Source: an optimization exercise on an open RTL-to-GDS flow (aim: small area). Production flows keep margins and buffers that such runs may drop.
The RTL was checked by simulation tests, not by an equivalence proof against the original design.
Power figures rest on the tool's default switching activity, not on a simulated workload.

`flow/config.mk`:
```
export PLATFORM = sky130hd
export DESIGN_NAME = DotProduct
export DESIGN_NICKNAME = DotProduct
export VERILOG_FILES = /design/flow/design.v
export SDC_FILE = /design/flow/constraint.sdc
export NUM_CORES = 4
export LEC_CHECK = 0
export CAP_MARGIN = 20
export CORE_MARGIN = 2
export CORE_UTILIZATION = 40
export PLACE_DENSITY = 0.6
export SLEW_MARGIN = 20
```
`flow/constraint.sdc`:
```
create_clock -name core_clock -period 6.0 [get_ports {clk}]
set_input_delay 1.2000 -clock core_clock [delete_from_list [all_inputs] [get_ports {clk}]]
set_output_delay 1.2000 -clock core_clock [all_outputs]
set_load 0.01 [all_outputs]
```
`flow/design.v`:
```
module DotProduct(
   input clk,
   input GlobalReset,
   input [18:0] A_0,
   input [18:0] A_1,
   input [18:0] A_2,
   input [18:0] A_3,
   input [18:0] A_4,
   input [18:0] A_5,
   input [18:0] A_6,
   input [18:0] A_7,
   input [18:0] A_8,
   input [18:0] A_9,
   input [9:0] B_0,
   input [9:0] B_1,
   input [9:0] B_2,
   input [9:0] B_3,
   input [9:0] B_4,
   input [9:0] B_5,
   input [9:0] B_6,
   input [9:0] B_7,
   input [9:0] B_8,
   input [9:0] B_9,
   output [25:0] value);
   reg  [4:0] ph;
   always @(posedge clk)
      if (GlobalReset) ph <= 5'd0;
      else             ph <= ph + 5'd1;
   reg  [9:0] selr;
   always @(posedge clk)
      if (GlobalReset) selr <= 10'd1;
      else             selr <= {selr[8:0], ph == 5'd31};
   wire [9:0] sel = selr;
   wire active = |selr;
   wire first  = selr[0];
   wire [18:0] a = ({19{sel[0]}} & A_0) | ({19{sel[1]}} & A_1) | ({19{sel[2]}} & A_2)
                 | ({19{sel[3]}} & A_3) | ({19{sel[4]}} & A_4) | ({19{sel[5]}} & A_5)
                 | ({19{sel[6]}} & A_6) | ({19{sel[7]}} & A_7) | ({19{sel[8]}} & A_8)
                 | ({19{sel[9]}} & A_9);
   wire [9:0]  b = ({10{sel[0]}} & B_0) | ({10{sel[1]}} & B_1) | ({10{sel[2]}} & B_2)
                 | ({10{sel[3]}} & B_3) | ({10{sel[4]}} & B_4) | ({10{sel[5]}} & B_5)
                 | ({10{sel[6]}} & B_6) | ({10{sel[7]}} & B_7) | ({10{sel[8]}} & B_8)
                 | ({10{sel[9]}} & B_9);
   reg  [25:0] acc;
   reg  [9:0] cf;
   reg  [25:0] value_r;
   assign value = value_r;
   wire [25:0] accf = first ? 26'd24117248 : acc;
   wire [9:0] cff = cf & {10{~first}};
   wire [19:0] ax = {a[18], a};
   wire [20:0] ax2 = {a[18], a, 1'b0};
   wire [10:0] bx = {b, 1'b0};
   wire one0 = bx[1] ^ bx[0];
   wire two0 = (bx[2] & ~bx[1] & ~bx[0]) | (~bx[2] & bx[1] & bx[0]);
   wire neg0 = bx[2];
   wire [19:0] x0 = ({20{one0}} & ax | {20{two0}} & ax2[19:0]) ^ {20{neg0}};
   wire ns0 = active & ~x0[19];
   wire one1 = bx[3] ^ bx[2];
   wire two1 = (bx[4] & ~bx[3] & ~bx[2]) | (~bx[4] & bx[3] & bx[2]);
   wire neg1 = bx[4];
   wire [19:0] x1 = ({20{one1}} & ax | {20{two1}} & ax2[19:0]) ^ {20{neg1}};
   wire ns1 = active & ~x1[19];
   wire one2 = bx[5] ^ bx[4];
   wire two2 = (bx[6] & ~bx[5] & ~bx[4]) | (~bx[6] & bx[5] & bx[4]);
   wire neg2 = bx[6];
   wire [19:0] x2 = ({20{one2}} & ax | {20{two2}} & ax2[19:0]) ^ {20{neg2}};
   wire ns2 = active & ~x2[19];
   wire one3 = bx[7] ^ bx[6];
   wire two3 = (bx[8] & ~bx[7] & ~bx[6]) | (~bx[8] & bx[7] & bx[6]);
   wire neg3 = bx[8];
   wire [19:0] x3 = ({20{one3}} & ax | {20{two3}} & ax2[19:0]) ^ {20{neg3}};
   wire ns3 = active & ~x3[19];
   wire one4 = bx[9] ^ bx[8];
   wire two4 = (bx[10] & ~bx[9] & ~bx[8]) | (~bx[10] & bx[9] & bx[8]);
   wire neg4 = bx[10];
   wire [19:0] x4 = ({20{one4}} & ax | {20{two4}} & ax2[19:0]) ^ {20{neg4}};
   wire ns4 = active & ~x4[19];
  wire fs_0_0, fc_0_0;
  assign fs_0_0 = accf[0] ^ neg0 ^ x0[0];
  assign fc_0_0 = (accf[0] & neg0) | (accf[0] & x0[0]) | (neg0 & x0[0]);
  wire fs_1_1, fc_1_1;
  assign fs_1_1 = accf[1] ^ x0[1] ^ fc_0_0;
  assign fc_1_1 = (accf[1] & x0[1]) | (accf[1] & fc_0_0) | (x0[1] & fc_0_0);
  wire fs_2_2, fc_2_2;
  assign fs_2_2 = accf[2] ^ neg1 ^ x0[2];
  assign fc_2_2 = (accf[2] & neg1) | (accf[2] & x0[2]) | (neg1 & x0[2]);
  wire fs_2_3, fc_2_3;
  assign fs_2_3 = x1[0] ^ fs_2_2 ^ fc_1_1;
  assign fc_2_3 = (x1[0] & fs_2_2) | (x1[0] & fc_1_1) | (fs_2_2 & fc_1_1);
  wire fs_3_4, fc_3_4;
  assign fs_3_4 = accf[3] ^ x0[3] ^ x1[1];
  assign fc_3_4 = (accf[3] & x0[3]) | (accf[3] & x1[1]) | (x0[3] & x1[1]);
  wire fs_3_5, fc_3_5;
  assign fs_3_5 = fc_2_2 ^ fs_3_4 ^ fc_2_3;
  assign fc_3_5 = (fc_2_2 & fs_3_4) | (fc_2_2 & fc_2_3) | (fs_3_4 & fc_2_3);
  wire fs_4_6, fc_4_6;
  assign fs_4_6 = accf[4] ^ neg2 ^ x0[4];
  assign fc_4_6 = (accf[4] & neg2) | (accf[4] & x0[4]) | (neg2 & x0[4]);
  wire fs_4_7, fc_4_7;
  assign fs_4_7 = x1[2] ^ x2[0] ^ fc_3_4;
  assign fc_4_7 = (x1[2] & x2[0]) | (x1[2] & fc_3_4) | (x2[0] & fc_3_4);
  wire fs_4_8, fc_4_8;
  assign fs_4_8 = fs_4_6 ^ fs_4_7 ^ fc_3_5;
  assign fc_4_8 = (fs_4_6 & fs_4_7) | (fs_4_6 & fc_3_5) | (fs_4_7 & fc_3_5);
  wire fs_5_9, fc_5_9;
  assign fs_5_9 = accf[5] ^ x0[5] ^ x1[3];
  assign fc_5_9 = (accf[5] & x0[5]) | (accf[5] & x1[3]) | (x0[5] & x1[3]);
  wire fs_5_10, fc_5_10;
  assign fs_5_10 = x2[1] ^ fc_4_6 ^ fs_5_9;
  assign fc_5_10 = (x2[1] & fc_4_6) | (x2[1] & fs_5_9) | (fc_4_6 & fs_5_9);
  wire fs_5_11, fc_5_11;
  assign fs_5_11 = fc_4_7 ^ fs_5_10 ^ fc_4_8;
  assign fc_5_11 = (fc_4_7 & fs_5_10) | (fc_4_7 & fc_4_8) | (fs_5_10 & fc_4_8);
  wire fs_6_12, fc_6_12;
  assign fs_6_12 = accf[6] ^ cff[0] ^ neg3;
  assign fc_6_12 = (accf[6] & cff[0]) | (accf[6] & neg3) | (cff[0] & neg3);
  wire fs_6_13, fc_6_13;
  assign fs_6_13 = x0[6] ^ x1[4] ^ x2[2];
  assign fc_6_13 = (x0[6] & x1[4]) | (x0[6] & x2[2]) | (x1[4] & x2[2]);
  wire fs_6_14, fc_6_14;
  assign fs_6_14 = x3[0] ^ fs_6_12 ^ fc_5_9;
  assign fc_6_14 = (x3[0] & fs_6_12) | (x3[0] & fc_5_9) | (fs_6_12 & fc_5_9);
  wire fs_6_15, fc_6_15;
  assign fs_6_15 = fs_6_13 ^ fc_5_10 ^ fs_6_14;
  assign fc_6_15 = (fs_6_13 & fc_5_10) | (fs_6_13 & fs_6_14) | (fc_5_10 & fs_6_14);
  wire fs_7_16, fc_7_16;
  assign fs_7_16 = accf[7] ^ fc_6_12 ^ x0[7];
  assign fc_7_16 = (accf[7] & fc_6_12) | (accf[7] & x0[7]) | (fc_6_12 & x0[7]);
  wire fs_7_17, fc_7_17;
  assign fs_7_17 = x1[5] ^ x2[3] ^ x3[1];
  assign fc_7_17 = (x1[5] & x2[3]) | (x1[5] & x3[1]) | (x2[3] & x3[1]);
  wire fs_7_18, fc_7_18;
  assign fs_7_18 = fc_6_13 ^ fs_7_16 ^ fs_7_17;
  assign fc_7_18 = (fc_6_13 & fs_7_16) | (fc_6_13 & fs_7_17) | (fs_7_16 & fs_7_17);
  wire fs_7_19, fc_7_19;
  assign fs_7_19 = fc_6_14 ^ fs_7_18 ^ fc_6_15;
  assign fc_7_19 = (fc_6_14 & fs_7_18) | (fc_6_14 & fc_6_15) | (fs_7_18 & fc_6_15);
  wire fs_8_20, fc_8_20;
  assign fs_8_20 = accf[8] ^ neg4 ^ x0[8];
  assign fc_8_20 = (accf[8] & neg4) | (accf[8] & x0[8]) | (neg4 & x0[8]);
  wire fs_8_21, fc_8_21;
  assign fs_8_21 = x1[6] ^ x2[4] ^ x3[2];
  assign fc_8_21 = (x1[6] & x2[4]) | (x1[6] & x3[2]) | (x2[4] & x3[2]);
  wire fs_8_22, fc_8_22;
  assign fs_8_22 = x4[0] ^ fc_7_16 ^ fc_7_17;
  assign fc_8_22 = (x4[0] & fc_7_16) | (x4[0] & fc_7_17) | (fc_7_16 & fc_7_17);
  wire fs_8_23, fc_8_23;
  assign fs_8_23 = fs_8_20 ^ fs_8_21 ^ fc_7_18;
  assign fc_8_23 = (fs_8_20 & fs_8_21) | (fs_8_20 & fc_7_18) | (fs_8_21 & fc_7_18);
  wire fs_8_24, fc_8_24;
  assign fs_8_24 = fs_8_22 ^ fs_8_23 ^ fc_7_19;
  assign fc_8_24 = (fs_8_22 & fs_8_23) | (fs_8_22 & fc_7_19) | (fs_8_23 & fc_7_19);
  wire fs_9_25, fc_9_25;
  assign fs_9_25 = accf[9] ^ cff[1] ^ x0[9];
  assign fc_9_25 = (accf[9] & cff[1]) | (accf[9] & x0[9]) | (cff[1] & x0[9]);
  wire fs_9_26, fc_9_26;
  assign fs_9_26 = x1[7] ^ x2[5] ^ x3[3];
  assign fc_9_26 = (x1[7] & x2[5]) | (x1[7] & x3[3]) | (x2[5] & x3[3]);
  wire fs_9_27, fc_9_27;
  assign fs_9_27 = x4[1] ^ fc_8_20 ^ fc_8_21;
  assign fc_9_27 = (x4[1] & fc_8_20) | (x4[1] & fc_8_21) | (fc_8_20 & fc_8_21);
  wire fs_9_28, fc_9_28;
  assign fs_9_28 = fs_9_25 ^ fs_9_26 ^ fc_8_22;
  assign fc_9_28 = (fs_9_25 & fs_9_26) | (fs_9_25 & fc_8_22) | (fs_9_26 & fc_8_22);
  wire fs_9_29, fc_9_29;
  assign fs_9_29 = fs_9_27 ^ fc_8_23 ^ fs_9_28;
  assign fc_9_29 = (fs_9_27 & fc_8_23) | (fs_9_27 & fs_9_28) | (fc_8_23 & fs_9_28);
  wire fs_10_30, fc_10_30;
  assign fs_10_30 = accf[10] ^ x0[10] ^ x1[8];
  assign fc_10_30 = (accf[10] & x0[10]) | (accf[10] & x1[8]) | (x0[10] & x1[8]);
  wire fs_10_31, fc_10_31;
  assign fs_10_31 = x2[6] ^ x3[4] ^ x4[2];
  assign fc_10_31 = (x2[6] & x3[4]) | (x2[6] & x4[2]) | (x3[4] & x4[2]);
  wire fs_10_32, fc_10_32;
  assign fs_10_32 = fc_9_25 ^ fc_9_26 ^ fs_10_30;
  assign fc_10_32 = (fc_9_25 & fc_9_26) | (fc_9_25 & fs_10_30) | (fc_9_26 & fs_10_30);
  wire fs_10_33, fc_10_33;
  assign fs_10_33 = fs_10_31 ^ fc_9_27 ^ fs_10_32;
  assign fc_10_33 = (fs_10_31 & fc_9_27) | (fs_10_31 & fs_10_32) | (fc_9_27 & fs_10_32);
  wire fs_10_34, fc_10_34;
  assign fs_10_34 = fc_9_28 ^ fs_10_33 ^ fc_9_29;
  assign fc_10_34 = (fc_9_28 & fs_10_33) | (fc_9_28 & fc_9_29) | (fs_10_33 & fc_9_29);
  wire fs_11_35, fc_11_35;
  assign fs_11_35 = accf[11] ^ cff[2] ^ x0[11];
  assign fc_11_35 = (accf[11] & cff[2]) | (accf[11] & x0[11]) | (cff[2] & x0[11]);
  wire fs_11_36, fc_11_36;
  assign fs_11_36 = x1[9] ^ x2[7] ^ x3[5];
  assign fc_11_36 = (x1[9] & x2[7]) | (x1[9] & x3[5]) | (x2[7] & x3[5]);
  wire fs_11_37, fc_11_37;
  assign fs_11_37 = x4[3] ^ fc_10_30 ^ fc_10_31;
  assign fc_11_37 = (x4[3] & fc_10_30) | (x4[3] & fc_10_31) | (fc_10_30 & fc_10_31);
  wire fs_11_38, fc_11_38;
  assign fs_11_38 = fs_11_35 ^ fs_11_36 ^ fc_10_32;
  assign fc_11_38 = (fs_11_35 & fs_11_36) | (fs_11_35 & fc_10_32) | (fs_11_36 & fc_10_32);
  wire fs_11_39, fc_11_39;
  assign fs_11_39 = fs_11_37 ^ fc_10_33 ^ fs_11_38;
  assign fc_11_39 = (fs_11_37 & fc_10_33) | (fs_11_37 & fs_11_38) | (fc_10_33 & fs_11_38);
  wire fs_12_40, fc_12_40;
  assign fs_12_40 = accf[12] ^ x0[12] ^ x1[10];
  assign fc_12_40 = (accf[12] & x0[12]) | (accf[12] & x1[10]) | (x0[12] & x1[10]);
  wire fs_12_41, fc_12_41;
  assign fs_12_41 = x2[8] ^ x3[6] ^ x4[4];
  assign fc_12_41 = (x2[8] & x3[6]) | (x2[8] & x4[4]) | (x3[6] & x4[4]);
  wire fs_12_42, fc_12_42;
  assign fs_12_42 = fc_11_35 ^ fc_11_36 ^ fs_12_40;
  assign fc_12_42 = (fc_11_35 & fc_11_36) | (fc_11_35 & fs_12_40) | (fc_11_36 & fs_12_40);
  wire fs_12_43, fc_12_43;
  assign fs_12_43 = fs_12_41 ^ fc_11_37 ^ fs_12_42;
  assign fc_12_43 = (fs_12_41 & fc_11_37) | (fs_12_41 & fs_12_42) | (fc_11_37 & fs_12_42);
  wire fs_12_44, fc_12_44;
  assign fs_12_44 = fc_11_38 ^ fs_12_43 ^ fc_11_39;
  assign fc_12_44 = (fc_11_38 & fs_12_43) | (fc_11_38 & fc_11_39) | (fs_12_43 & fc_11_39);
  wire fs_13_45, fc_13_45;
  assign fs_13_45 = accf[13] ^ cff[3] ^ x0[13];
  assign fc_13_45 = (accf[13] & cff[3]) | (accf[13] & x0[13]) | (cff[3] & x0[13]);
  wire fs_13_46, fc_13_46;
  assign fs_13_46 = x1[11] ^ x2[9] ^ x3[7];
  assign fc_13_46 = (x1[11] & x2[9]) | (x1[11] & x3[7]) | (x2[9] & x3[7]);
  wire fs_13_47, fc_13_47;
  assign fs_13_47 = x4[5] ^ fc_12_40 ^ fc_12_41;
  assign fc_13_47 = (x4[5] & fc_12_40) | (x4[5] & fc_12_41) | (fc_12_40 & fc_12_41);
  wire fs_13_48, fc_13_48;
  assign fs_13_48 = fs_13_45 ^ fs_13_46 ^ fc_12_42;
  assign fc_13_48 = (fs_13_45 & fs_13_46) | (fs_13_45 & fc_12_42) | (fs_13_46 & fc_12_42);
  wire fs_13_49, fc_13_49;
  assign fs_13_49 = fs_13_47 ^ fc_12_43 ^ fs_13_48;
  assign fc_13_49 = (fs_13_47 & fc_12_43) | (fs_13_47 & fs_13_48) | (fc_12_43 & fs_13_48);
  wire fs_14_50, fc_14_50;
  assign fs_14_50 = accf[14] ^ x0[14] ^ x1[12];
  assign fc_14_50 = (accf[14] & x0[14]) | (accf[14] & x1[12]) | (x0[14] & x1[12]);
  wire fs_14_51, fc_14_51;
  assign fs_14_51 = x2[10] ^ x3[8] ^ x4[6];
  assign fc_14_51 = (x2[10] & x3[8]) | (x2[10] & x4[6]) | (x3[8] & x4[6]);
  wire fs_14_52, fc_14_52;
  assign fs_14_52 = fc_13_45 ^ fc_13_46 ^ fs_14_50;
  assign fc_14_52 = (fc_13_45 & fc_13_46) | (fc_13_45 & fs_14_50) | (fc_13_46 & fs_14_50);
  wire fs_14_53, fc_14_53;
  assign fs_14_53 = fs_14_51 ^ fc_13_47 ^ fs_14_52;
  assign fc_14_53 = (fs_14_51 & fc_13_47) | (fs_14_51 & fs_14_52) | (fc_13_47 & fs_14_52);
  wire fs_14_54, fc_14_54;
  assign fs_14_54 = fc_13_48 ^ fs_14_53 ^ fc_13_49;
  assign fc_14_54 = (fc_13_48 & fs_14_53) | (fc_13_48 & fc_13_49) | (fs_14_53 & fc_13_49);
  wire fs_15_55, fc_15_55;
  assign fs_15_55 = accf[15] ^ cff[4] ^ x0[15];
  assign fc_15_55 = (accf[15] & cff[4]) | (accf[15] & x0[15]) | (cff[4] & x0[15]);
  wire fs_15_56, fc_15_56;
  assign fs_15_56 = x1[13] ^ x2[11] ^ x3[9];
  assign fc_15_56 = (x1[13] & x2[11]) | (x1[13] & x3[9]) | (x2[11] & x3[9]);
  wire fs_15_57, fc_15_57;
  assign fs_15_57 = x4[7] ^ fc_14_50 ^ fc_14_51;
  assign fc_15_57 = (x4[7] & fc_14_50) | (x4[7] & fc_14_51) | (fc_14_50 & fc_14_51);
  wire fs_15_58, fc_15_58;
  assign fs_15_58 = fs_15_55 ^ fs_15_56 ^ fc_14_52;
  assign fc_15_58 = (fs_15_55 & fs_15_56) | (fs_15_55 & fc_14_52) | (fs_15_56 & fc_14_52);
  wire fs_15_59, fc_15_59;
  assign fs_15_59 = fs_15_57 ^ fc_14_53 ^ fs_15_58;
  assign fc_15_59 = (fs_15_57 & fc_14_53) | (fs_15_57 & fs_15_58) | (fc_14_53 & fs_15_58);
  wire fs_16_60, fc_16_60;
  assign fs_16_60 = accf[16] ^ x0[16] ^ x1[14];
  assign fc_16_60 = (accf[16] & x0[16]) | (accf[16] & x1[14]) | (x0[16] & x1[14]);
  wire fs_16_61, fc_16_61;
  assign fs_16_61 = x2[12] ^ x3[10] ^ x4[8];
  assign fc_16_61 = (x2[12] & x3[10]) | (x2[12] & x4[8]) | (x3[10] & x4[8]);
  wire fs_16_62, fc_16_62;
  assign fs_16_62 = fc_15_55 ^ fc_15_56 ^ fs_16_60;
  assign fc_16_62 = (fc_15_55 & fc_15_56) | (fc_15_55 & fs_16_60) | (fc_15_56 & fs_16_60);
  wire fs_16_63, fc_16_63;
  assign fs_16_63 = fs_16_61 ^ fc_15_57 ^ fs_16_62;
  assign fc_16_63 = (fs_16_61 & fc_15_57) | (fs_16_61 & fs_16_62) | (fc_15_57 & fs_16_62);
  wire fs_16_64, fc_16_64;
  assign fs_16_64 = fc_15_58 ^ fs_16_63 ^ fc_15_59;
  assign fc_16_64 = (fc_15_58 & fs_16_63) | (fc_15_58 & fc_15_59) | (fs_16_63 & fc_15_59);
  wire fs_17_65, fc_17_65;
  assign fs_17_65 = accf[17] ^ cff[5] ^ x0[17];
  assign fc_17_65 = (accf[17] & cff[5]) | (accf[17] & x0[17]) | (cff[5] & x0[17]);
  wire fs_17_66, fc_17_66;
  assign fs_17_66 = x1[15] ^ x2[13] ^ x3[11];
  assign fc_17_66 = (x1[15] & x2[13]) | (x1[15] & x3[11]) | (x2[13] & x3[11]);
  wire fs_17_67, fc_17_67;
  assign fs_17_67 = x4[9] ^ fc_16_60 ^ fc_16_61;
  assign fc_17_67 = (x4[9] & fc_16_60) | (x4[9] & fc_16_61) | (fc_16_60 & fc_16_61);
  wire fs_17_68, fc_17_68;
  assign fs_17_68 = fs_17_65 ^ fs_17_66 ^ fc_16_62;
  assign fc_17_68 = (fs_17_65 & fs_17_66) | (fs_17_65 & fc_16_62) | (fs_17_66 & fc_16_62);
  wire fs_17_69, fc_17_69;
  assign fs_17_69 = fs_17_67 ^ fc_16_63 ^ fs_17_68;
  assign fc_17_69 = (fs_17_67 & fc_16_63) | (fs_17_67 & fs_17_68) | (fc_16_63 & fs_17_68);
  wire fs_18_70, fc_18_70;
  assign fs_18_70 = accf[18] ^ x0[18] ^ x1[16];
  assign fc_18_70 = (accf[18] & x0[18]) | (accf[18] & x1[16]) | (x0[18] & x1[16]);
  wire fs_18_71, fc_18_71;
  assign fs_18_71 = x2[14] ^ x3[12] ^ x4[10];
  assign fc_18_71 = (x2[14] & x3[12]) | (x2[14] & x4[10]) | (x3[12] & x4[10]);
  wire fs_18_72, fc_18_72;
  assign fs_18_72 = fc_17_65 ^ fc_17_66 ^ fs_18_70;
  assign fc_18_72 = (fc_17_65 & fc_17_66) | (fc_17_65 & fs_18_70) | (fc_17_66 & fs_18_70);
  wire fs_18_73, fc_18_73;
  assign fs_18_73 = fs_18_71 ^ fc_17_67 ^ fs_18_72;
  assign fc_18_73 = (fs_18_71 & fc_17_67) | (fs_18_71 & fs_18_72) | (fc_17_67 & fs_18_72);
  wire fs_18_74, fc_18_74;
  assign fs_18_74 = fc_17_68 ^ fs_18_73 ^ fc_17_69;
  assign fc_18_74 = (fc_17_68 & fs_18_73) | (fc_17_68 & fc_17_69) | (fs_18_73 & fc_17_69);
  wire fs_19_75, fc_19_75;
  assign fs_19_75 = accf[19] ^ cff[6] ^ ns0;
  assign fc_19_75 = (accf[19] & cff[6]) | (accf[19] & ns0) | (cff[6] & ns0);
  wire fs_19_76, fc_19_76;
  assign fs_19_76 = x1[17] ^ x2[15] ^ x3[13];
  assign fc_19_76 = (x1[17] & x2[15]) | (x1[17] & x3[13]) | (x2[15] & x3[13]);
  wire fs_19_77, fc_19_77;
  assign fs_19_77 = x4[11] ^ fc_18_70 ^ fc_18_71;
  assign fc_19_77 = (x4[11] & fc_18_70) | (x4[11] & fc_18_71) | (fc_18_70 & fc_18_71);
  wire fs_19_78, fc_19_78;
  assign fs_19_78 = fs_19_75 ^ fs_19_76 ^ fc_18_72;
  assign fc_19_78 = (fs_19_75 & fs_19_76) | (fs_19_75 & fc_18_72) | (fs_19_76 & fc_18_72);
  wire fs_19_79, fc_19_79;
  assign fs_19_79 = fs_19_77 ^ fc_18_73 ^ fs_19_78;
  assign fc_19_79 = (fs_19_77 & fc_18_73) | (fs_19_77 & fs_19_78) | (fc_18_73 & fs_19_78);
  wire fs_20_80, fc_20_80;
  assign fs_20_80 = accf[20] ^ x1[18] ^ x2[16];
  assign fc_20_80 = (accf[20] & x1[18]) | (accf[20] & x2[16]) | (x1[18] & x2[16]);
  wire fs_20_81, fc_20_81;
  assign fs_20_81 = x3[14] ^ x4[12] ^ fc_19_75;
  assign fc_20_81 = (x3[14] & x4[12]) | (x3[14] & fc_19_75) | (x4[12] & fc_19_75);
  wire fs_20_82, fc_20_82;
  assign fs_20_82 = fc_19_76 ^ fs_20_80 ^ fc_19_77;
  assign fc_20_82 = (fc_19_76 & fs_20_80) | (fc_19_76 & fc_19_77) | (fs_20_80 & fc_19_77);
  wire fs_20_83, fc_20_83;
  assign fs_20_83 = fs_20_81 ^ fc_19_78 ^ fs_20_82;
  assign fc_20_83 = (fs_20_81 & fc_19_78) | (fs_20_81 & fs_20_82) | (fc_19_78 & fs_20_82);
  wire hs_20_0, hc_20_0;
  assign hs_20_0 = fc_19_79 ^ fs_20_83;
  assign hc_20_0 = fc_19_79 & fs_20_83;
  wire fs_21_84, fc_21_84;
  assign fs_21_84 = accf[21] ^ cff[7] ^ ns1;
  assign fc_21_84 = (accf[21] & cff[7]) | (accf[21] & ns1) | (cff[7] & ns1);
  wire fs_21_85, fc_21_85;
  assign fs_21_85 = x2[17] ^ x3[15] ^ x4[13];
  assign fc_21_85 = (x2[17] & x3[15]) | (x2[17] & x4[13]) | (x3[15] & x4[13]);
  wire fs_21_86, fc_21_86;
  assign fs_21_86 = fc_20_80 ^ fs_21_84 ^ fs_21_85;
  assign fc_21_86 = (fc_20_80 & fs_21_84) | (fc_20_80 & fs_21_85) | (fs_21_84 & fs_21_85);
  wire fs_21_87, fc_21_87;
  assign fs_21_87 = fc_20_81 ^ fs_21_86 ^ fc_20_82;
  assign fc_21_87 = (fc_20_81 & fs_21_86) | (fc_20_81 & fc_20_82) | (fs_21_86 & fc_20_82);
  wire hs_21_1, hc_21_1;
  assign hs_21_1 = fc_20_83 ^ fs_21_87;
  assign hc_21_1 = fc_20_83 & fs_21_87;
  wire fs_22_88, fc_22_88;
  assign fs_22_88 = accf[22] ^ x2[18] ^ x3[16];
  assign fc_22_88 = (accf[22] & x2[18]) | (accf[22] & x3[16]) | (x2[18] & x3[16]);
  wire fs_22_89, fc_22_89;
  assign fs_22_89 = x4[14] ^ fc_21_84 ^ fc_21_85;
  assign fc_22_89 = (x4[14] & fc_21_84) | (x4[14] & fc_21_85) | (fc_21_84 & fc_21_85);
  wire fs_22_90, fc_22_90;
  assign fs_22_90 = fs_22_88 ^ fc_21_86 ^ fs_22_89;
  assign fc_22_90 = (fs_22_88 & fc_21_86) | (fs_22_88 & fs_22_89) | (fc_21_86 & fs_22_89);
  wire fs_22_91, fc_22_91;
  assign fs_22_91 = fs_22_90 ^ fc_21_87 ^ hc_21_1;
  assign fc_22_91 = (fs_22_90 & fc_21_87) | (fs_22_90 & hc_21_1) | (fc_21_87 & hc_21_1);
  wire fs_23_92, fc_23_92;
  assign fs_23_92 = accf[23] ^ cff[8] ^ ns2;
  assign fc_23_92 = (accf[23] & cff[8]) | (accf[23] & ns2) | (cff[8] & ns2);
  wire fs_23_93, fc_23_93;
  assign fs_23_93 = x3[17] ^ x4[15] ^ fc_22_88;
  assign fc_23_93 = (x3[17] & x4[15]) | (x3[17] & fc_22_88) | (x4[15] & fc_22_88);
  wire fs_23_94, fc_23_94;
  assign fs_23_94 = fs_23_92 ^ fc_22_89 ^ fs_23_93;
  assign fc_23_94 = (fs_23_92 & fc_22_89) | (fs_23_92 & fs_23_93) | (fc_22_89 & fs_23_93);
  wire hs_23_2, hc_23_2;
  assign hs_23_2 = fc_22_90 ^ fs_23_94;
  assign hc_23_2 = fc_22_90 & fs_23_94;
  wire fs_24_95, fc_24_95;
  assign fs_24_95 = accf[24] ^ x3[18] ^ x4[16];
  assign fc_24_95 = (accf[24] & x3[18]) | (accf[24] & x4[16]) | (x3[18] & x4[16]);
  wire fs_24_96, fc_24_96;
  assign fs_24_96 = fc_23_92 ^ fs_24_95 ^ fc_23_93;
  assign fc_24_96 = (fc_23_92 & fs_24_95) | (fc_23_92 & fc_23_93) | (fs_24_95 & fc_23_93);
  wire fs_24_97, fc_24_97;
  assign fs_24_97 = fc_23_94 ^ fs_24_96 ^ hc_23_2;
  assign fc_24_97 = (fc_23_94 & fs_24_96) | (fc_23_94 & hc_23_2) | (fs_24_96 & hc_23_2);
  wire xs_25_3;
  assign xs_25_3 = accf[25] ^ cff[9];
  wire xs_25_4;
  assign xs_25_4 = xs_25_3 ^ ns3;
  wire xs_25_5;
  assign xs_25_5 = x4[17] ^ xs_25_4;
  wire xs_25_6;
  assign xs_25_6 = xs_25_5 ^ fc_24_95;
  wire xs_25_7;
  assign xs_25_7 = xs_25_6 ^ fc_24_96;
   wire [25:0] sum = {xs_25_7, fs_24_97, hs_23_2, fs_22_91, hs_21_1, hs_20_0, fs_19_79, fs_18_74, fs_17_69, fs_16_64, fs_15_59, fs_14_54, fs_13_49, fs_12_44, fs_11_39, fs_10_34, fs_9_29, fs_8_24, fs_7_19, fs_6_15, fs_5_11, fs_4_8, fs_3_5, fs_2_3, fs_1_1, fs_0_0};
   wire [9:0] cnext = {fc_24_97, fc_22_91, hc_20_0, fc_18_74, fc_16_64, fc_14_54, fc_12_44, fc_10_34, fc_8_24, fc_5_11};
   always @(posedge clk) begin
      acc <= sum;
      cf <= cnext;
      if (ph == 5'd29) value_r <= acc;
   end
endmodule
```
`flow/flow/run.sh`:
```
#!/bin/bash
# Standard ORFS flow (the standard.sh) with two changes:
#  - synthesis maps logic with ABC's area mapper (flow/abc.script) instead of
#    ORFS's delay-oriented script; everything else in synthesis is unchanged
#    (synth_recipe.tcl and ORFS's synth.tcl, with only the abc call edited);
#  - the port buffers are made from the smallest buffer cell.
# ORFS writes each step's own log under orfs/logs/; make's output goes to
# make_finish.log.
set -euo pipefail
HERE=$PWD
sed "s#^  log_cmd abc {\*}\$abc_args\$#  log_cmd abc {*}[lreplace \$abc_args 1 1 $HERE/flow/abc.script]#" \
  "$FLOW_HOME/scripts/synth.tcl" > synth_custom.tcl
grep -q "flow/abc.script" synth_custom.tcl
sed "s#\$::env(SCRIPTS_DIR)/synth.tcl#$HERE/synth_custom.tcl#" synth_recipe.tcl > synth_recipe_custom.tcl
grep -q "synth_custom.tcl" synth_recipe_custom.tcl
bash standard.sh SYNTH_SCRIPT=$HERE/synth_recipe_custom.tcl \
  BUFFER_PORTS_ARGS="-buffer_cell sky130_fd_sc_hd__buf_1" ${FLOW_EXTRA:-} finish > make_finish.log 2>&1
```
`flow/flow/abc.script`:
```
strash; &get -n; &st; &dch; &nf -R 1000; &put; topo; stime -c
```
`flow/standard.sh`:
```
#!/bin/bash
# synth_recipe.tcl (not shown) runs the flow's synth.tcl, then flattens the netlist and writes it again
# the make line also repeats each setting of config.mk as NAME=value (left out here)
make -C /OpenROAD-flow-scripts/flow DESIGN_CONFIG=/design/flow/config.mk WORK_HOME=/design/flow/orfs CLKGATE_MAP_FILE= SYNTH_SCRIPT=/design/flow/synth_recipe.tcl "${@:-finish}"
```
==> impl_metrics.json, run 1 <==
{
  "outcome": "no timing/DRC/antenna violations",
  "finish.instance_area_sq_mm": 0.009753,
  "routed_wire_length_per_instance_um": 22.43,
  "hpwlAfterDp_um": 23920,
  "worstSkewPairLatency_ns": 0.35,
  "final.setup_skew_ns": 0.003961,
  "synth_top_area_cell": "sky130_fd_sc_hd__fa_1",
  "final_layout_size_suffix_gt1_share_pct": 10.36,
  "io_buffer_count": 317,
  "vias_in_the_first_global_route": 7931,
  "worst_reg2reg_startpoint": "selr[4]",
  "drv.max_cap_violation_count": 0,
  "count_of_distinct_cell_types_in_the_synthesized_netlist": 29,
  "clock_power_share_pct": 12.5,
  "timing.fmax_mhz": 185.1,
  "tns_ns": 0,
  "asyncSetResetFlopFracSynth_pct": 0,
  "globalRouteTotalUtil_pct": 30.65,
  "count_of_state_elements_after_synthesis": 77,
  "synth_top_area_share_pct": 25.90,
  "cts_tree": "done",
  "antenna_found_initial": 2,
  "design.final.nets": 1480,
  "finalWeightedCongestion": 0.9498,
  "worst_ep_required_time_ns": 6.23,
  "detail_route.wirelength_um": 29630,
  "die_h_um": 140.2,
  "critical-path-max-stage-delay_ns": 0.51,
  "synth.area.mux_share_pct": 0.2698,
  "finalCriticalPeriod_ns": 5.403,
  "dominant_combinational_cell_family_by_area_after_synthesis": "adder cells",
  "placement.cell_area_sq_mm": 0.009459,
  "cts.root.buffer_cell": "sky130_fd_sc_hd__clkbuf_16",
  "ios": 318,
  "netlist_top_cells_count": "sky130_fd_sc_hd__fa_1, sky130_fd_sc_hd__clkinv_1, sky130_fd_sc_hd__o22ai_1",
  "power_frac_comb_pct": 67.9,
  "critical_path.startpoint_type": "input pin",
  "timing.critical_path.from": "B_2[5]",
  "routed-via-count": 7714,
  "critical_path_peak_fanout": 15,
  "synthSimpleGateAreaFrac_pct": 8.331,
  "pwr_density_cell_mw_per_mm2": 446.1,
  "synth_area_in_xor_xnor_pct": 12.63,
  "cts_resized": 0,
  "p_sw_uw": 1906,
  "grt_first_pass_wirelength_um": 45330,
  "rows": 49,
  "hold_viol": 0,
  "post_synth_instance_area_sq_mm": 0.007420,
  "grt_setup_unrepaired": "no",
  "synth-warning-count": 1,
  "worst_hold_startpoint": "acc[12]",
  "ys_top_cells_by_area": "sky130_fd_sc_hd__fa_1, sky130_fd_sc_hd__dfxtp_1, sky130_fd_sc_hd__a222oi_1",
  "fp.coreArea_sq_mm": 0.01809,
  "clock_tree.buffer_depth": 2,
  "cts.hold.buffers_added": 0,
  "worst_ir_drop_on_vdd_uv": 245.4,
  "cts_inserted_buffers": 9,
  "detail-route-antenna-nets": 0,
  "setup_viol": 0,
  "post-route-drc-count": 0,
  "power.share.switching_pct": 43.81,
  "hold_class": "flip-flop to flip-flop",
  "critPathBufInv": 4,
  "number_of_pins_exceeding_their_max_slew_limit_in_the_final_report": 0,
  "rrSetupSlack_ns": 0.98,
  "crit_path_cell_trace": "buf_1, a222oi_1, nand4_1, a221o_1, a221oi_4, clkinv_4, and3_4, a21oi_4, o22ai_1, xnor2_1, fa_1, clkinv_1, fa_1, fa_1, fa_1, clkinv_1, fa_1",
  "seqPwrFrac_pct": 19.6,
  "areaGrowthSynthToFinish_pct": 31.45,
  "path_delay_family": "adder cells",
  "finalCritPeriodShare_pct": 90.05,
  "initial_util_pct": 41.02,
  "synth_compound_gate_area_share_pct": 22.68,
  "power_report.internal_total_uw": 2445,
  "fin_util_pct": 53.93,
  "arrival_time_at_the_worst_endpoint_ns": 5.63,
  "post_layout_nonfiller_instances": 1321,
  "fillCellCount": 1698,
  "yosys.cell_count.top_type": "sky130_fd_sc_hd__fa_1",
  "crit_top_cell": "sky130_fd_sc_hd__fa_1",
  "fp.dieW_um": 140.2,
  "cts.repair_timing.setup_buffer_count": 0,
  "total_leakage_power_uw": 0.003262,
  "slew-limit-headroom_pct": 42.18,
  "grt_overflow": 0,
  "floorplan.die_area_sq_mm": 0.01965,
  "synth_adder_area_share_pct": 27.05,
  "cts_max_level": 3,
  "dr.first_iter.drc_count": 947,
  "worst-slew-pin-transition_ns": 0.8661,
  "clk_transition_reported_paths_ns": 0.06,
  "synth-edff-count": 26,
  "drt_pass1_iterations": 8,
  "numPlacedInstances": 1304,
  "syn_area_per_cell_sq_um": 10.44,
  "ys_seq_area_share_pct": 24.28,
  "pin_count_of_the_biggest_net_entering_global_routing": 57,
  "worstSetupEndpointType": "flip-flop",
  "synthCells": 711,
  "crit_slowest_cell": "sky130_fd_sc_hd__fa_1",
  "avgViaCountPerCell": 5.840,
  "cts_sinks": 77,
  "finalHoldWorstSlack_ns": 0.4224,
  "synth_fp_nets": 1105,
  "worst_setup_path_category": "input pin to flip-flop",
  "synth_top_flop_cell": "sky130_fd_sc_hd__dfxtp_1"
}
## worst reg2reg max path: cells and delay by family (launching register included)
family / cells / cell delay (ns)
AO/OA/AOI/OAI: 4 / 0.86
XOR/XNOR: 1 / 0.18
adder cells (fa/ha/maj): 5 / 2.31
buffers and inverters: 4 / 0.65
flip-flops: 1 / 0.56
AND/OR/NAND/NOR: 3 / 0.34
## final timing paths
check | end | depth (start not counted)
worst max-delay path | acc[18] | 17
worst min-delay path | value_r[12] | 0
worst max register to register | acc[14] | 17
worst min register to register | value_r[12] | 0
## power by group through the flow
stage | Clock [uW] | Sequential (uW) | Combinational [uW]
detailed placement | 0 | 866 | 3020
finish | 542 | 855 | 2950
CTS | 557 | 857 | 3030
global route | 572 | 871 | 3510
global placement | 0 | 861 | 2910
floorplan | 0 | 840 | 2280
## metrics by stage
step | power, uW | setup slack, ns
5_1_grt | 4952 | 0.3325
3_3_place_gp | 3768 | 0.3180
4_1_cts | 4445 | 0.6244
3_5_place_dp | 3885 | 0.2549
2_1_floorplan | 3121 | -0.1113
6_report | 4351 | 0.5968
## placed cells by master, fill, tap and decap left out, types with 3 or more instances in the layout
cell type                   netlist  final
sky130_fd_sc_hd__or2_0            3      3
sky130_fd_sc_hd__nor2b_1         33     33
sky130_fd_sc_hd__a22oi_1          3      3
sky130_fd_sc_hd__o22ai_1         89     83
sky130_fd_sc_hd__o22ai_2          0      6
sky130_fd_sc_hd__nor2_1          19     18
sky130_fd_sc_hd__a21oi_1          9      7
sky130_fd_sc_hd__fa_2             0     19
sky130_fd_sc_hd__xor2_1          19     18
sky130_fd_sc_hd__ha_1             6      4
sky130_fd_sc_hd__nand2b_1         8      8
sky130_fd_sc_hd__dfxtp_1         51     50
sky130_fd_sc_hd__edfxtp_1        26     26
sky130_fd_sc_hd__nand3_1          4      4
sky130_fd_sc_hd__clkbuf_16        0      9
sky130_fd_sc_hd__buf_1            0    317
sky130_fd_sc_hd__clkinv_1        94     82
sky130_fd_sc_hd__a222oi_1        83     83
sky130_fd_sc_hd__xnor2_1         88     86
sky130_fd_sc_hd__nand2_1         15     15
sky130_fd_sc_hd__clkinv_2         0     15
sky130_fd_sc_hd__fa_1            96     77
sky130_fd_sc_hd__buf_4            0     46
sky130_fd_sc_hd__a21boi_0        25     25
sky130_fd_sc_hd__and3_1          26     25
## flip-flops by register name (all words and copies together) (netlist names)
name	flops
acc	26
selr	10
ph	5
cf	10
value_r	26
## area by class of cell
type | count | area (sq um) | share of cell area [%]
clock inverter | 7 | 66.31 | 0.6799
tap | 229 | 286.5 | 2.938
multi-input combinational | 540 | 5443 | 55.81
clock buffer | 9 | 225.2 | 2.309
sequential | 77 | 1803 | 18.49
antenna | 1 | 2.502 | 0.02566
inverter | 94 | 371.6 | 3.810
timing repair buffer | 364 | 1555 | 15.95
## logic make-up after synthesis
| logic type | Yosys count |
|---|---|
| XOR/XNOR | 107 |
| flip-flops | 77 |
| buffers and inverters | 94 |
| AO/OA/AOI/OAI | 215 |
| multiplexers | 2 |
| adder cells (fa/ha/maj) | 103 |
| AND/OR/NAND/NOR | 113 |
## per-layer routing
metal  vias to the layer above  routed length, um  track usage, %
met1                      3724              12030           40.58
met3                        53               3847           12.24
met2                       483              12950           46.00
met5                         -                  0               0
met4                         0                799           10.05
li1                       3454                  -               -
==> inputs of run 2 (changes only) <==
--- a/flow/config.mk
+++ b/flow/config.mk
@@ -9,4 +9,5 @@
 export CORE_MARGIN = 2
 export CORE_UTILIZATION = 40
+export CTS_BUF_LIST = sky130_fd_sc_hd__clkbuf_4 sky130_fd_sc_hd__clkbuf_8
 export PLACE_DENSITY = 0.6
 export SLEW_MARGIN = 20
==> impl_metrics.json, run 2 <==
{
  "power_frac_comb_pct": 70.2,
  "drt_pass1_iterations": 7,
  "yosys.cell_count.top_type": "sky130_fd_sc_hd__fa_1",
  "final.setup_skew_ns": 0.01336,
  "numPlacedInstances": 1304,
  "fillCellCount": 1696,
  "p_sw_uw": 1889,
  "hold_class": "flip-flop to flip-flop",
  "final_layout_size_suffix_gt1_share_pct": 10.36,
  "post_layout_nonfiller_instances": 1321,
  "dominant_combinational_cell_family_by_area_after_synthesis": "adder cells",
  "crit_top_cell": "sky130_fd_sc_hd__fa_1",
  "number_of_pins_exceeding_their_max_slew_limit_in_the_final_report": 0,
  "seqPwrFrac_pct": 20.3,
  "avgViaCountPerCell": 5.815,
  "critical-path-max-stage-delay_ns": 0.51,
  "fp.dieW_um": 140.2,
  "post_synth_instance_area_sq_mm": 0.007420,
  "netlist_top_cells_count": "sky130_fd_sc_hd__fa_1, sky130_fd_sc_hd__clkinv_1, sky130_fd_sc_hd__o22ai_1",
  "synth.area.mux_share_pct": 0.2698,
  "path_delay_family": "adder cells",
  "synth-edff-count": 26,
  "finalWeightedCongestion": 0.9498,
  "detail-route-antenna-nets": 0,
  "critical_path.startpoint_type": "input pin",
  "setup_viol": 0,
  "dr.first_iter.drc_count": 971,
  "finalCritPeriodShare_pct": 88.82,
  "layout_commonest_cell": "sky130_fd_sc_hd__buf_1",
  "largest_registers": "acc (26), value_r (26)",
  "grt_overflow": 0,
  "critical_path_peak_fanout": 15,
  "clock_power_share_pct": 9.5,
  "grt_first_pass_wirelength_um": 45290,
  "worstSkewPairLatency_ns": 0.39,
  "clock_tree.buffer_depth": 2,
  "finish.instance_area_sq_mm": 0.009652,
  "initial_util_pct": 41.02,
  "hold_viol": 0,
  "crit_path_cell_trace": "buf_1, a222oi_1, nand4_1, a221o_1, a221oi_4, clkinv_4, and3_4, a21oi_4, o22ai_1, xnor2_1, fa_1, clkinv_1, fa_1, fa_1, fa_1, clkinv_1, fa_1",
  "pin_count_of_the_biggest_net_entering_global_routing": 57,
  "vias_in_the_first_global_route": 7903,
  "synth-warning-count": 1,
  "hpwlAfterDp_um": 23920,
  "design.final.nets": 1480,
  "worst_ir_drop_on_vdd_uv": 232.7,
  "cts.hold.buffers_added": 0,
  "crit_slowest_cell": "sky130_fd_sc_hd__fa_1",
  "finalCriticalPeriod_ns": 5.329,
  "fp.coreArea_sq_mm": 0.01809,
  "synthSimpleGateAreaFrac_pct": 8.331,
  "asyncSetResetFlopFracSynth_pct": 0,
  "cts_max_level": 3,
  "cts_tree": "done",
  "antenna_found_initial": 2,
  "ys_top_cells_by_area": "sky130_fd_sc_hd__fa_1, sky130_fd_sc_hd__dfxtp_1, sky130_fd_sc_hd__a222oi_1",
  "floorplan.die_area_sq_mm": 0.01965,
  "pwr_density_cell_mw_per_mm2": 435.5,
  "synth_top_flop_cell": "sky130_fd_sc_hd__dfxtp_1",
  "synth_adder_area_share_pct": 27.05,
  "worst_ep_required_time_ns": 6.27,
  "arrival_time_at_the_worst_endpoint_ns": 5.60,
  "detail_route.wirelength_um": 29600,
  "clk_transition_reported_paths_ns": 0.08,
  "timing.fmax_mhz": 187.7,
  "count_of_state_elements_after_synthesis": 77,
  "ios": 318,
  "areaGrowthSynthToFinish_pct": 30.08,
  "power_report.internal_total_uw": 2314,
  "cts_inserted_buffers": 9,
  "globalRouteTotalUtil_pct": 30.59,
  "cts_resized": 0,
  "routed_wire_length_per_instance_um": 22.41,
  "count_of_distinct_cell_types_in_the_synthesized_netlist": 29,
  "outcome": "no timing/DRC/antenna violations",
  "synth_fp_nets": 1105,
  "power.share.switching_pct": 44.95,
  "slew-limit-headroom_pct": 40.42,
  "io_buffer_count": 317,
  "power.total_uw": 4204,
  "placement.cell_area_sq_mm": 0.009459,
  "synth_top_area_cell": "sky130_fd_sc_hd__fa_1",
  "ys_seq_area_share_pct": 24.28,
  "rows": 49,
  "synthCells": 711,
  "cts.repair_timing.setup_buffer_count": 0,
  "most_frequent_cells_in_the_layout": "sky130_fd_sc_hd__buf_1, sky130_fd_sc_hd__xnor2_1, sky130_fd_sc_hd__a222oi_1, sky130_fd_sc_hd__o22ai_1, sky130_fd_sc_hd__clkinv_1",
  "total_leakage_power_uw": 0.003216,
  "cts_sinks": 77,
  "drv.max_cap_violation_count": 0,
  "worst-slew-pin-transition_ns": 0.8925,
  "post-route-drc-count": 0,
  "die_h_um": 140.2,
  "synth_area_in_xor_xnor_pct": 12.63,
  "worstSetupEndpointType": "flip-flop",
  "tns_ns": 0,
  "syn_area_per_cell_sq_um": 10.44,
  "synth_top_area_share_pct": 25.90,
  "grt_setup_unrepaired": "no",
  "critPathBufInv": 4,
  "cts.root.buffer_cell": "sky130_fd_sc_hd__clkbuf_8",
  "worst_setup_path_category": "input pin to flip-flop",
  "routed-via-count": 7682,
  "synth_compound_gate_area_share_pct": 22.68
}
==> run 2: kinds of logic (layout without fill, tap and decap cells) <==
group / Yosys count / in the layout
AOI/OAI and AO/OA: 215 / 215
and+or+nand+nor: 113 / 113
muxes: 2 / 2
DFF: 77 / 77
adders and majority gates: 103 / 103
buffers and inverters: 94 / 474
other: 0 / 1
xor gates and xnor gates: 107 / 107
==> run 2: final cells by class <==
class	instances	area, sq um	share of cell area [%]
multi-input combinational	540	5443	56.39
timing repair buffer	364	1555	16.11
clock buffer	9	123.9	1.283
antenna	1	2.502	0.02593
tap	229	286.5	2.969
inverter	94	371.6	3.850
clock inverter	7	66.31	0.6871
sequential	77	1803	18.68
==> run 2: routing by layer <==
| layer | wire [um] | share of wire, % | up-vias | track usage [%] |
|---|---|---|---|---|
| li1 | - | - | 3446 | - |
| met1 | 12080 | 41 | 3715 | 40.56 |
| met2 | 12940 | 44 | 467 | 46.10 |
| met3 | 3885 | 13 | 54 | 13.03 |
| met4 | 699 | 2.4 | 0 | 8.240 |
| met5 | 0 | 0 | - | 0 |
==> run 2: path summary, 6_finish.rpt <==
path / slack (ns) / depth (start not counted) / end / from
setup reg to reg: 0.97 / 17 / acc[16] / selr[4]
hold / removal: 0.43 / 0 / value_r[12] / acc[12]
setup / recovery: 0.67 / 17 / acc[18] / B_2[5]
hold reg to reg: 0.43 / 0 / value_r[12] / acc[12]
==> run 2: metrics by stage <==
step,hold WS [ns],setup WS (ns),utilization [%]
2_1_floorplan,0.4005,-0.1113,-
3_3_place_gp,0.4065,0.3180,52.30
3_5_place_dp,0.4085,0.2549,52.30
4_1_cts,0.4288,0.6673,53.35
5_1_grt,0.4328,0.3823,53.37
6_report,0.4268,0.6711,53.37
==> run 2: power groups by stage <==
stage                     clock network, uW  logic, uW  registers, uW
after global routing                    432       3500            870
final                                   401       2950            853
after global placement                    0       2910            861
after detailed placement                  0       3020            866
after CTS                               412       3030            856
after floorplan                           0       2280            840
==> inputs of run 3 (changes only) <==
--- a/flow/flow/run.sh
+++ b/flow/flow/run.sh
@@ -4,4 +4,6 @@
 #    ORFS's delay-oriented script; everything else in synthesis is unchanged
 #    (synth_recipe.tcl and ORFS's synth.tcl, with only the abc call edited);
+#  - Yosys synth runs without its own early abc pass (SYNTH_ARGS=-noabc), so
+#    the full adders written in the RTL reach extract_fa unchanged;
 #  - the port buffers are made from the smallest buffer cell.
 # ORFS writes each step's own log under orfs/logs/; make's output goes to
@@ -15,3 +17,3 @@
 grep -q "synth_custom.tcl" synth_recipe_custom.tcl
 bash standard.sh SYNTH_SCRIPT=$HERE/synth_recipe_custom.tcl \
-  BUFFER_PORTS_ARGS="-buffer_cell sky130_fd_sc_hd__buf_1" ${FLOW_EXTRA:-} finish > make_finish.log 2>&1
+  SYNTH_ARGS=-noabc BUFFER_PORTS_ARGS="-buffer_cell sky130_fd_sc_hd__buf_1" ${FLOW_EXTRA:-} finish > make_finish.log 2>&1
==> impl_metrics.json, run 3 <==
{
  "outcome": "no timing/DRC/antenna violations",
  "syn_area_per_cell_sq_um": 11.51,
  "cts_sinks": 77,
  "cts_max_level": 3,
  "worst_ep_required_time_ns": 6.28,
  "drt_pass1_iterations": 12,
  "worst_ir_drop_on_vdd_uv": 249.4,
  "hold_class": "flip-flop to flip-flop",
  "finalCritPeriodShare_pct": 90.13,
  "pwr_density_cell_mw_per_mm2": 428.2,
  "multiInputGateArea_sq_mm": 0.005435,
  "synth-warning-count": 1,
  "worst-slew-pin-transition_ns": 0.9540,
  "number_of_pins_exceeding_their_max_slew_limit_in_the_final_report": 0,
  "final_layout_size_suffix_gt1_share_pct": 8.815,
  "fin_ws_ns": 0.5922,
  "fp.coreArea_sq_mm": 0.01736,
  "areaGrowthSynthToFinish_pct": 29.33,
  "initial_util_pct": 41.00,
  "hpwlAfterDp_um": 22990,
  "cts.repair_timing.setup_buffer_count": 0,
  "ys_seq_area_share_pct": 25.32,
  "worst_setup_path_category": "input pin to flip-flop",
  "largest_registers": "acc (26), value_r (26)",
  "detail-route-antenna-nets": 0,
  "routed-via-count": 7385,
  "arrival_time_at_the_worst_endpoint_ns": 5.68,
  "path_delay_family": "adder cells",
  "synthCells": 618,
  "slew-limit-headroom_pct": 36.39,
  "globalRouteTotalUtil_pct": 31.33,
  "timing.fmax_mhz": 184.9,
  "pre_cts_slack_ns": 0.1806,
  "crit_top_cell": "sky130_fd_sc_hd__fa_1",
  "cts_resized": 0,
  "vias_in_the_first_global_route": 7429,
  "worstSkewPairLatency_ns": 0.40,
  "synth_top_flop_cell": "sky130_fd_sc_hd__dfxtp_1",
  "post_layout_nonfiller_instances": 1217,
  "dr.first_iter.drc_count": 1038,
  "netlist_top_cells_count": "sky130_fd_sc_hd__xnor2_1, sky130_fd_sc_hd__fa_1, sky130_fd_sc_hd__o22ai_1",
  "cts_tree": "done",
  "worstSetupEndpointType": "flip-flop",
  "critical-path-max-stage-delay_ns": 0.47,
  "ios": 318,
  "asyncSetResetFlopFracSynth_pct": 0,
  "cts.hold.buffers_added": 0,
  "critical_path_peak_fanout": 19,
  "synth_top_area_share_pct": 27.57,
  "synth_top_area_cell": "sky130_fd_sc_hd__fa_1",
  "synth_fp_nets": 1015,
  "rows": 48,
  "setup_viol": 0,
  "cts.root.buffer_cell": "sky130_fd_sc_hd__clkbuf_8",
  "avgViaCountPerCell": 6.068,
  "grt_overflow": 0,
  "count_of_distinct_cell_types_in_the_synthesized_netlist": 28,
  "post-route-drc-count": 0,
  "crit_path_cell_trace": "buf_1, a222oi_1, nand4_1, a221o_1, a221oi_4, buf_4, buf_4, o21ai_2, o22ai_1, xnor2_1, fa_1, fa_1, fa_1, fa_1, fa_1",
  "routed_wire_length_per_instance_um": 23.53,
  "most_frequent_cells_in_the_layout": "sky130_fd_sc_hd__buf_1, sky130_fd_sc_hd__xnor2_1, sky130_fd_sc_hd__o22ai_1",
  "cts_inserted_buffers": 9,
  "finish.instance_area_sq_mm": 0.009203,
  "hold_viol": 0,
  "fp.dieW_um": 137.4,
  "grt_setup_unrepaired": "no",
  "fillCellCount": 1665,
  "die_h_um": 137.4,
  "count_of_state_elements_after_synthesis": 77,
  "layout_commonest_cell": "sky130_fd_sc_hd__buf_1",
  "design.final.nets": 1379,
  "placement.cell_area_sq_mm": 0.009007,
  "grt_first_pass_wirelength_um": 42980,
  "io_buffer_count": 317,
  "finalCriticalPeriod_ns": 5.408,
  "final.setup_skew_ns": 0.01028,
  "yosys.cell_count.top_type": "sky130_fd_sc_hd__xnor2_1",
  "floorplan.die_area_sq_mm": 0.01887,
  "drv.max_cap_violation_count": 0,
  "synth-edff-count": 26,
  "numPlacedInstances": 1196,
  "clk_transition_reported_paths_ns": 0.08,
  "detail_route.wirelength_um": 28630,
  "pin_count_of_the_biggest_net_entering_global_routing": 31,
  "crit_slowest_cell": "sky130_fd_sc_hd__fa_1",
  "critical_path.startpoint_type": "input pin",
  "clock_tree.buffer_depth": 2,
  "finalWeightedCongestion": 0.9784,
  "critPathBufInv": 3,
  "sequential_cell_area_sq_mm": 0.001803,
  "total_leakage_power_uw": 0.002986,
  "antenna_found_initial": 5,
  "post_synth_instance_area_sq_mm": 0.007116,
  "ys_top_cells_by_area": "sky130_fd_sc_hd__fa_1, sky130_fd_sc_hd__dfxtp_1, sky130_fd_sc_hd__xnor2_1"
}
run 3: changes by cell type after synthesis, moves of 5 or more:
cell / change
sky130_fd_sc_hd__clkinv_1: -87
sky130_fd_sc_hd__xor2_1: -14
sky130_fd_sc_hd__xnor2_1: +12
sky130_fd_sc_hd__nand2b_1: -8
sky130_fd_sc_hd__nor2b_1: +7
sky130_fd_sc_hd__nand2_1: -6
sky130_fd_sc_hd__nor2_1: -5
run 3: logic make-up (layout without fill, tap and decap cells):
kind of cell / count (synthesis) / in the layout / synth area share (%)
AND/OR/NAND/NOR: 103 / 103 / 8.194
AO/OA/AOI/OAI: 219 / 219 / 24.11
adder cells (fa/ha/maj): 105 / 105 / 28.80
flip-flops: 77 / 77 / 25.32
other: 0 / 5 / 0
multiplexers: 2 / 2 / 0.2814
XOR/XNOR: 105 / 105 / 12.92
buffers and inverters: 7 / 376 / 0.3693
run 3: where the power goes:
group / leakage, uW / internal [uW] / switching, uW
Clock: 0.0000865 / 154 / 222
Combinational: 0.00224 / 1300 / 1400
Sequential: 0.000660 / 794 / 64.7
run 3: final timing paths:
kind            from           to  slack [ns]  cells past startpoint
max           B_2[5]      acc[14]        0.59                     15
max reg2reg  selr[2]      acc[14]        0.68                     14
min reg2reg  acc[11]  value_r[11]        0.43                      0
min          acc[11]  value_r[11]        0.43                      0
run 3: final cells by class:
| cell class | count | area share (%) |
|---|---|---|
| inverter | 7 | 0.2991 |
| clock inverter | 7 | 0.6390 |
| multi-input combinational | 534 | 59.06 |
| antenna | 5 | 0.1360 |
| timing repair buffer | 353 | 15.87 |
| tap | 225 | 3.059 |
| sequential | 77 | 19.59 |
| clock buffer | 9 | 1.346 |
run 3: metrics by stage:
step                power (uW)  hold WS (ns)  utilization, %  TNS, ns
detailed placement        3580        0.4128           51.90        0
floorplan                 2856        0.4005               -   -1.708
global placement          3514        0.4058           51.90        0
CTS                       4003        0.4344           52.95        0
global route              4476        0.4521           53.02        0
finish                    3940        0.4323           53.02        0
run 3: routing by layer:
layer | wire, um | track usage (%)
met2 | 13820 | 50.97
met1 | 10900 | 38.45
met5 | 0 | 0
met3 | 2209 | 6.843
met4 | 1696 | 17.93
==> inputs of run 4 (changes only) <==
--- a/flow/config.mk
+++ b/flow/config.mk
@@ -10,4 +10,5 @@
 export CORE_UTILIZATION = 40
 export CTS_BUF_LIST = sky130_fd_sc_hd__clkbuf_4 sky130_fd_sc_hd__clkbuf_8
+export GPL_TIMING_DRIVEN = 0
 export PLACE_DENSITY = 0.6
 export SLEW_MARGIN = 20
==> impl_metrics.json, run 4 <==
{
  "outcome": "no timing/DRC/antenna violations",
  "synth_top_flop_cell": "sky130_fd_sc_hd__dfxtp_1",
  "initial_util_pct": 41.00,
  "detailroute.wirelength.met3_um": 2456,
  "netlist_top_cells_count": "sky130_fd_sc_hd__xnor2_1, sky130_fd_sc_hd__fa_1, sky130_fd_sc_hd__o22ai_1",
  "post_synth_instance_area_sq_mm": 0.007116,
  "critical_path.startpoint_type": "input pin",
  "pwr_density_cell_mw_per_mm2": 426.8,
  "layout_commonest_cell": "sky130_fd_sc_hd__buf_1",
  "grt_first_pass_wirelength_um": 43460,
  "fillCellCount": 1627,
  "rows": 48,
  "finalWeightedCongestion": 0.8913,
  "vias_in_the_first_global_route": 7413,
  "setup_viol": 0,
  "cts_inserted_buffers": 9,
  "antenna_found_initial": 1,
  "pin_count_of_the_biggest_net_entering_global_routing": 67,
  "routed-via-count": 7260,
  "cts.root.buffer_cell": "sky130_fd_sc_hd__clkbuf_8",
  "fin_ws_ns": 0.2172,
  "dr.max_layer_used": "met4",
  "design.final.nets": 1362,
  "areaGrowthSynthToFinish_pct": 30.03,
  "ios": 318,
  "ys_top_cells_by_area": "sky130_fd_sc_hd__fa_1, sky130_fd_sc_hd__dfxtp_1, sky130_fd_sc_hd__xnor2_1",
  "detail_route.wirelength_um": 29510,
  "synth-warning-count": 1,
  "hold_viol": 0,
  "crit_top_cell": "sky130_fd_sc_hd__fa_1",
  "grt_setup_unrepaired": "no",
  "drt_pass1_iterations": 9,
  "yosys.cell_count.top_type": "sky130_fd_sc_hd__xnor2_1",
  "detailroute.wirelength.met2_um": 13860,
  "post-route-drc-count": 0,
  "finalCritPeriodShare_pct": 96.38,
  "hpwlAfterDp_um": 22490,
  "drv.max_cap_violation_count": 0,
  "die_h_um": 137.4,
  "largest_registers": "acc (26), value_r (26)",
  "avgViaCountPerCell": 6.075,
  "power.total_uw": 3949,
  "final_layout_size_suffix_gt1_share_pct": 8.763,
  "globalRouteTotalUtil_pct": 31.95,
  "ys_seq_area_share_pct": 25.32,
  "worstSkewPairLatency_ns": 0.38,
  "cts_sinks": 77,
  "worst_setup_path_category": "input pin to flip-flop",
  "cts_max_level": 3,
  "cts_tree": "done",
  "tns_ns": 0,
  "pre_cts_slack_ns": -0.8256,
  "rrSetupSlack_ns": 0.38,
  "crit_slowest_cell": "sky130_fd_sc_hd__xor2_4",
  "worstSetupEndpointType": "flip-flop",
  "grt_overflow": 0,
  "number_of_pins_exceeding_their_max_slew_limit_in_the_final_report": 0,
  "crit_path_cell_trace": "buf_1, a222oi_1, nand4_1, a221o_1, a221oi_4, buf_8, buf_6, xor2_4, o22ai_1, xnor2_1, fa_1, fa_1, fa_1, fa_1, fa_1",
  "timing.fmax_mhz": 172.9,
  "clock_tree.buffer_depth": 2,
  "routed_wire_length_per_instance_um": 24.69,
  "wirelength_met1_um": 11220,
  "synth_top_area_share_pct": 27.57,
  "clk_transition_reported_paths_ns": 0.08,
  "finalCriticalPeriod_ns": 5.783,
  "worst_ep_required_time_ns": 6.26,
  "final.setup_skew_ns": 0.01121,
  "asyncSetResetFlopFracSynth_pct": 0,
  "post_layout_nonfiller_instances": 1195,
  "numPlacedInstances": 1170,
  "arrival_time_at_the_worst_endpoint_ns": 6.04,
  "synth-edff-count": 26,
  "io_buffer_count": 317,
  "insertedDiodeCount": 0,
  "count_of_distinct_cell_types_in_the_synthesized_netlist": 28,
  "dr.first_iter.drc_count": 939,
  "synth_fp_nets": 1015,
  "critical-path-max-stage-delay_ns": 0.55,
  "floorplan.die_area_sq_mm": 0.01887,
  "fp.dieW_um": 137.4,
  "hold_class": "flip-flop to flip-flop",
  "most_frequent_cells_in_the_layout": "sky130_fd_sc_hd__buf_1, sky130_fd_sc_hd__xnor2_1, sky130_fd_sc_hd__o22ai_1",
  "critical_path_peak_fanout": 20,
  "detail-route-antenna-nets": 0,
  "syn_area_per_cell_sq_um": 11.51,
  "count_of_state_elements_after_synthesis": 77,
  "total_leakage_power_uw": 0.002956,
  "synth_top_area_cell": "sky130_fd_sc_hd__fa_1",
  "worst_ir_drop_on_vdd_uv": 194.1,
  "fp.coreArea_sq_mm": 0.01736,
  "synthCells": 618,
  "worst-slew-pin-transition_ns": 0.9702,
  "slew-limit-headroom_pct": 35.00
}
run 4: path summary, 6_finish.rpt:
path,endpoint,startpoint,cells past startpoint
max,acc[16],B_2[5],15
max reg2reg,acc[16],selr[1],14
min,value_r[8],acc[8],0
min reg2reg,value_r[8],acc[8],0
run 4: repair_timing:
item                       CTS  global route
pin swaps                    0             2
hold buffers                 0             0
gates cloned                 0             1
setup endpoints to repair   18            10
buffers inserted             1             7
resized for setup            5             3
run 4: critical path, delay by kind of cell:
kind / cells / cell delay, ns
adders and majority gates: 5 / 2.26
buffers and inverters: 3 / 0.46
and+or+nand+nor: 1 / 0.26
AOI/OAI and AO/OA: 4 / 1.11
xor gates and xnor gates: 2 / 0.73
run 4: layout make-up:
class / instances / area, sq um / area share, %
multi-input cells: 535 / 5502 / 59.46
flip-flops and latches: 77 / 1817 / 19.63
repair buffers: 335 / 1451 / 15.69
well taps: 225 / 281.5 / 3.043
clock buffers: 10 / 131.4 / 1.420
clock inverters: 6 / 38.79 / 0.4192
inverters: 7 / 31.28 / 0.3381
run 4: cells by family after synthesis:
logic type / after synthesis / share of synthesized area [%]
xor+xnor: 105 / 12.92
buf+inv: 7 / 0.3693
compound gates: 219 / 24.11
fa+ha+maj: 105 / 28.80
mux: 2 / 0.2814
simple gates: 103 / 8.194
flops: 77 / 25.32
run 4: power by group:
part	internal, uW	leakage (uW)	switching (uW)
clock network	154	0.0000875	205
registers	794	0.000664	77.4
logic	1310	0.00220	1410
total	2260	0.00296	1690
run 4: per-stage QoR:
stage,hold slack (ns),utilization (%),area (sq um)
after global placement,0.4055,50.33,8736
after global routing,0.4510,53.31,9253
after CTS,0.4329,52.80,9164
after detailed placement,0.4126,51.61,8957
after floorplan,0.4005,-,7264
final,0.4297,53.31,9253
run 4: per-layer routing:
| layer | global-route usage (%) | vias up |
|---|---|---|
| li1 | - | 3201 |
| met1 | 39.71 | 3541 |
| met2 | 50.28 | 454 |
| met3 | 6.806 | 64 |
| met4 | 20.85 | 0 |
| met5 | 0 | - |

==> re-timing with driven ports <==
Ports are ideal in the flow. The routed layouts listed here were re-timed in OpenROAD.
Step 1 (the two cells are an assumption about what drives the block):
set clk [get_ports {clk}]
set_driving_cell -lib_cell sky130_fd_sc_hd__clkbuf_16 $clk
set_driving_cell -lib_cell sky130_fd_sc_hd__buf_2 [delete_from_list [all_inputs] $clk]
Step 2 also shifts input and output timing later by t, the mid clock arrival at the registers, as if the neighbouring blocks saw the same clock.
a / b / c = ideal / step 1 / step 2; a / b = the first two.
| run | t, ns | setup WS [ns] | slew at the worst register clock pin (ns) | pins driven straight from the clock port |
|---|---|---|---|---|
| run 1 | 0.389 | 0.597 / 0.618 / 0.229 | 0.06 / 0.06 | 1 |
| run 2 | 0.419 | 0.671 / 0.686 / 0.266 | 0.09 / 0.09 | 1 |
| run 3 | 0.428 | 0.592 / 0.598 / 0.170 | 0.09 / 0.09 | 1 |
| run 4 | 0.414 | 0.217 / 0.221 / -0.193 | 0.09 / 0.09 | 1 |
With both steps, setup timing fails in run 4, where it was met with ideal ports. The setup slack of run 3, which loses most, moves by +0.006 ns with the drivers and by -0.422 ns with both steps.
